What follows belongs to an exercise in optimizing a design on an open flow for small area; a production flow would make more cautious choices. In this exercise RTL edits were held to simulation tests only and were not proved equivalent to the original. Power and IR drop assume default switching activity.

==> run a: inputs <==
==> flow/design.v <==
module PKT_Detector #(
    parameter   DATA_WIDTH    = 8   ,
                PKT_CNT_WIDTH = 4   ,
                OUT_PKT_WIDTH = 160
) (
    input   logic                           reset     ,
    input   logic                           clk       ,
    input   logic   [DATA_WIDTH - 1 : 0]    data_in   ,
    input   logic                           dataK     ,
    output  logic   [PKT_CNT_WIDTH - 1 : 0] PKT_count ,
    output  logic   [OUT_PKT_WIDTH - 1 : 0] PKT       ,
    output  logic                           MRd       ,
    output  logic                           MWr       ,
    output  logic                           IORd      ,
    output  logic                           IOWr      ,
    output  logic                           CfgRd0    ,
    output  logic                           CfgWr0    ,
    output  logic                           CfgRd1    ,
    output  logic                           CfgWr1    ,
    output  logic                           Cpl       ,
    output  logic                           Cp1D
);
logic [151:0] dl;
logic [4:0]   cnt;
logic [143:0] body;       
logic         valid_n;    
wire last = (cnt == 5'd20);
wire good = last && (dl[7:0] == 8'hFD);
logic [151:0] dl_n;
always_ff @(posedge clk) dl_n <= {dl_n[143:0], ~data_in};
assign dl = ~dl_n;
always_ff @(posedge clk or negedge reset) begin
    if (!reset)
        cnt <= 5'd0;
    else if (cnt == 5'd0 || cnt == 5'd21)
        cnt <= {4'd0, (data_in == 8'hFB) && dataK};
    else if (last)
        cnt <= good ? 5'd21 : 5'd0;
    else
        cnt <= cnt + 5'd1;
end
logic [143:0] incoming;
always_comb
    for (int k = 1; k <= 18; k++)
        incoming[8*(k-1) +: 8] = dl[8*(19-k) +: 8];
logic [143:0] body_n;     
always_ff @(posedge clk)
    if (good) body_n <= ~incoming;    
assign body = ~body_n;
always_ff @(posedge clk or negedge reset) begin
    if (!reset) begin
        valid_n   <= 1'b1;
        PKT_count <= '0;
    end else begin
        if (good) begin
            valid_n   <= 1'b0;
            PKT_count <= PKT_count + 4'd1;
        end
    end
end
assign PKT = {!valid_n ? 8'hFD : 8'h00, body & ~{144{valid_n}}, !valid_n ? 8'hFB : 8'h00};
wire       pulse = (cnt == 5'd21);
wire [7:0] ty = body[23:16];    
assign MRd    = pulse && ty == 8'h00;
assign MWr    = pulse && ty == 8'h01;
assign IORd   = pulse && ty == 8'h02;
assign IOWr   = pulse && ty == 8'h42;
assign CfgRd0 = pulse && ty == 8'h04;
assign CfgWr0 = pulse && ty == 8'h44;
assign CfgRd1 = pulse && ty == 8'h05;
assign CfgWr1 = pulse && ty == 8'h45;
assign Cpl    = pulse && ty == 8'h0a;
assign Cp1D   = pulse && ty == 8'h4a;
endmodule
==> flow/flow/run.sh <==
#!/bin/bash
# The standard ORFS layout (standard.sh), with these changes:
#  - synthesis maps the logic with a plain area-oriented ABC script (no buffering or
#    upsizing, which the later repair steps redo where needed) and no half/full-adder
#    cells; the registers and their names are those of the standard synthesis;
#  - port buffers are the smallest buffer (buf_1) instead of clkdlybuf4s50_1;
#  - clock tree: clkbuf_8 buffers, sink clusters of up to 22, no dummy loads.
# Each tool's full output stays in orfs/logs/; make's output goes to standard_flow.log.
set -euo pipefail
rm -rf scripts_area
cp -r "$FLOW_HOME/scripts" scripts_area
printf 'strash\ndch\nmap -a\ntopo\n' > scripts_area/abc_area.script
bash standard.sh \
  "SCRIPTS_DIR=$PWD/scripts_area" \
  "ADDER_MAP_FILE=" \
  "BUFFER_PORTS_ARGS=-buffer_cell sky130_fd_sc_hd__buf_1" \
  "CTS_ARGS=-sink_clustering_enable -repair_clock_nets -dont_use_dummy_load -buf_list sky130_fd_sc_hd__clkbuf_8 -sink_clustering_size 22 -sink_clustering_max_diameter 50" \
  finish > standard_flow.log 2>&1
==> flow/standard.sh <==
#!/bin/bash
# synth_recipe.tcl (not shown) runs the flow's synth.tcl, then flattens the netlist and writes it again
# the make line also repeats each setting of config.mk as NAME=value (left out here)
make -C /OpenROAD-flow-scripts/flow DESIGN_CONFIG=/design/flow/config.mk WORK_HOME=/design/flow/orfs CLKGATE_MAP_FILE= SYNTH_SCRIPT=/design/flow/synth_recipe.tcl "${@:-finish}"
==> flow/config.mk <==
export PLATFORM = sky130hd
export DESIGN_NAME = PKT_Detector
export DESIGN_NICKNAME = PKT_Detector
export VERILOG_FILES = /design/flow/design.v
export SDC_FILE = /design/flow/constraint.sdc
export NUM_CORES = 4
export LEC_CHECK = 0
export ABC_AREA = 1
export CAP_MARGIN = 5
export CORE_MARGIN = 2
export CORE_UTILIZATION = 65
export GPL_TIMING_DRIVEN = 0
export PLACE_DENSITY = 0.85
export SLEW_MARGIN = 5
==> flow/constraint.sdc <==
create_clock -name core_clock -period 5.0 [get_ports {clk}]
set_input_delay 1.0000 -clock core_clock [delete_from_list [all_inputs] [get_ports {clk}]]
set_output_delay 1.0000 -clock core_clock [all_outputs]
set_load 0.01 [all_outputs]
==> run b (differences from run a) <==
--- a/flow/design.v
+++ b/flow/design.v
@@ -25,6 +25,9 @@
 logic [143:0] body;       
 logic         valid_n;    
-wire last = (cnt == 5'd20);
+wire pulse = (cnt == 5'b10000);    
+wire idle = (cnt == 5'd0) || pulse;
+wire last = (cnt == 5'b00110);
 wire good = last && (dl[7:0] == 8'hFD);
+wire stp  = idle && (data_in == 8'hFB) && dataK;
 logic [151:0] dl_n;
 always_ff @(posedge clk) dl_n <= {dl_n[143:0], ~data_in};
@@ -33,10 +36,7 @@
     if (!reset)
         cnt <= 5'd0;
-    else if (cnt == 5'd0 || cnt == 5'd21)
-        cnt <= {4'd0, (data_in == 8'hFB) && dataK};
-    else if (last)
-        cnt <= good ? 5'd21 : 5'd0;
     else
-        cnt <= cnt + 5'd1;
+        cnt <= last ? (good ? 5'b10000 : 5'd0) :
+               idle ? {4'd0, stp} : {cnt[3:0], cnt[4] ^ cnt[2]};
 end
 logic [143:0] incoming;
@@ -60,5 +60,4 @@
 end
 assign PKT = {!valid_n ? 8'hFD : 8'h00, body & ~{144{valid_n}}, !valid_n ? 8'hFB : 8'h00};
-wire       pulse = (cnt == 5'd21);
 wire [7:0] ty = body[23:16];    
 assign MRd    = pulse && ty == 8'h00;
--- a/flow/flow/run.sh
+++ b/flow/flow/run.sh
@@ -15,4 +15,4 @@
   "ADDER_MAP_FILE=" \
   "BUFFER_PORTS_ARGS=-buffer_cell sky130_fd_sc_hd__buf_1" \
-  "CTS_ARGS=-sink_clustering_enable -repair_clock_nets -dont_use_dummy_load -buf_list sky130_fd_sc_hd__clkbuf_8 -sink_clustering_size 22 -sink_clustering_max_diameter 50" \
+  "CTS_ARGS=-sink_clustering_enable -repair_clock_nets -dont_use_dummy_load -buf_list sky130_fd_sc_hd__clkbuf_8 -root_buf sky130_fd_sc_hd__clkbuf_4 -tree_buf sky130_fd_sc_hd__clkbuf_4 -sink_clustering_size 22 -sink_clustering_max_diameter 50" \
   finish > standard_flow.log 2>&1
- CAP_MARGIN: 5 -> 20
- GPL_TIMING_DRIVEN: 0 -> default
- SLEW_MARGIN: 5 -> 20
==> run c (differences from run a) <==
==> flow/flow/run.sh (replaced) <==
#!/bin/bash
# The standard ORFS layout (standard.sh), with two changes:
#  - port buffers are the smallest buffer (buf_1) instead of the default clkdlybuf4s50_1;
#  - clock tree: small clock buffers, large sink clusters, no dummy loads.
set -euo pipefail
bash standard.sh \
  "BUFFER_PORTS_ARGS=-buffer_cell sky130_fd_sc_hd__buf_1" \
  "CTS_ARGS=-sink_clustering_enable -repair_clock_nets -dont_use_dummy_load -buf_list sky130_fd_sc_hd__clkbuf_8 -sink_clustering_size 22 -sink_clustering_max_diameter 50" \
  finish > standard_flow.log 2>&1
- CAP_MARGIN: 5 -> 20
- GPL_TIMING_DRIVEN: 0 -> default
- SLEW_MARGIN: 5 -> 20
==> summary of the runs <==
Run c finished clean. Run a produced a clean layout. Run b finished clean.
Between run b and run a, the lower via count is in run b (gap about 4%, measured against run a).
Of run a and run c, run c has the higher area after synthesis (gap 3.3%, measured against run c).
Against run b, the clock power of run a is higher by 2.4%.
The highest cell area belongs to run c, the lowest to run b.
Against run c, the cell count of run a is smaller by 3.6%.
In run b the critical path depth is higher than in run c, by 3.
==> figures <==
|  | run a | run c | run b |
|---|---|---|---|
| Die boundary height | 119 µm | 121 µm | 119 µm |
| Final weighted congestion in routability-driven placement | 0.788 | 0.800 | 0.808 |
| Net switching power | 721 µW | 698 µW | 720 µW |
| Relative contribution of sequential cells to total power | 72.9% | 72.7% | 73.5% |
| Number of buffers inserted during clock tree synthesis | 18 | 19 | 18 |
| Global routing usage on met3 | 5.27% | 4.61% | 4.26% |
| Share of the final layout cell area in multi-input gates | 8.49% | 10.1% | 8.14% |
| Status | no timing/DRC/antenna violations | no timing/DRC/antenna violations | no timing/DRC/antenna violations |
| Largest net degree at the start of global routing | 92 | 89 | 114 |
| Count of filler cells inserted in the layout | 788 | 852 | 814 |
| Clock network fraction of design power | 25.1% | 26.4% | 24.8% |
| Total track usage | 17.6% | 19.5% | 17.6% |
| Largest fanout of any net on the critical path | 55 | 78 | 4 |

## separate check: timing with driven ports
Ports are ideal in the flow. The routed layouts listed here were re-timed in OpenROAD.
Step 1 assumes that a clkbuf_16 drives the clock port and a buf_2 every other input.
Step 2 also shifts input and output timing later by t, the mid clock arrival at the registers, as if the neighbouring blocks saw the same clock.
Slacks: no drivers / after step 1 / after step 2; pairs: no drivers / after step 1.
run	t, ns	setup WS [ns]	slew at the worst register clock pin (ns)	cell pins on the clock port's net
run a	0.508	1.552 / 1.519 / 2.027	0.12 / 0.12	1
run b	0.580	1.652 / 1.624 / 2.204	0.12 / 0.12	1
run c	0.530	1.442 / 1.410 / 1.940	0.12 / 0.12	1
After both steps setup and hold are still met in every run listed.
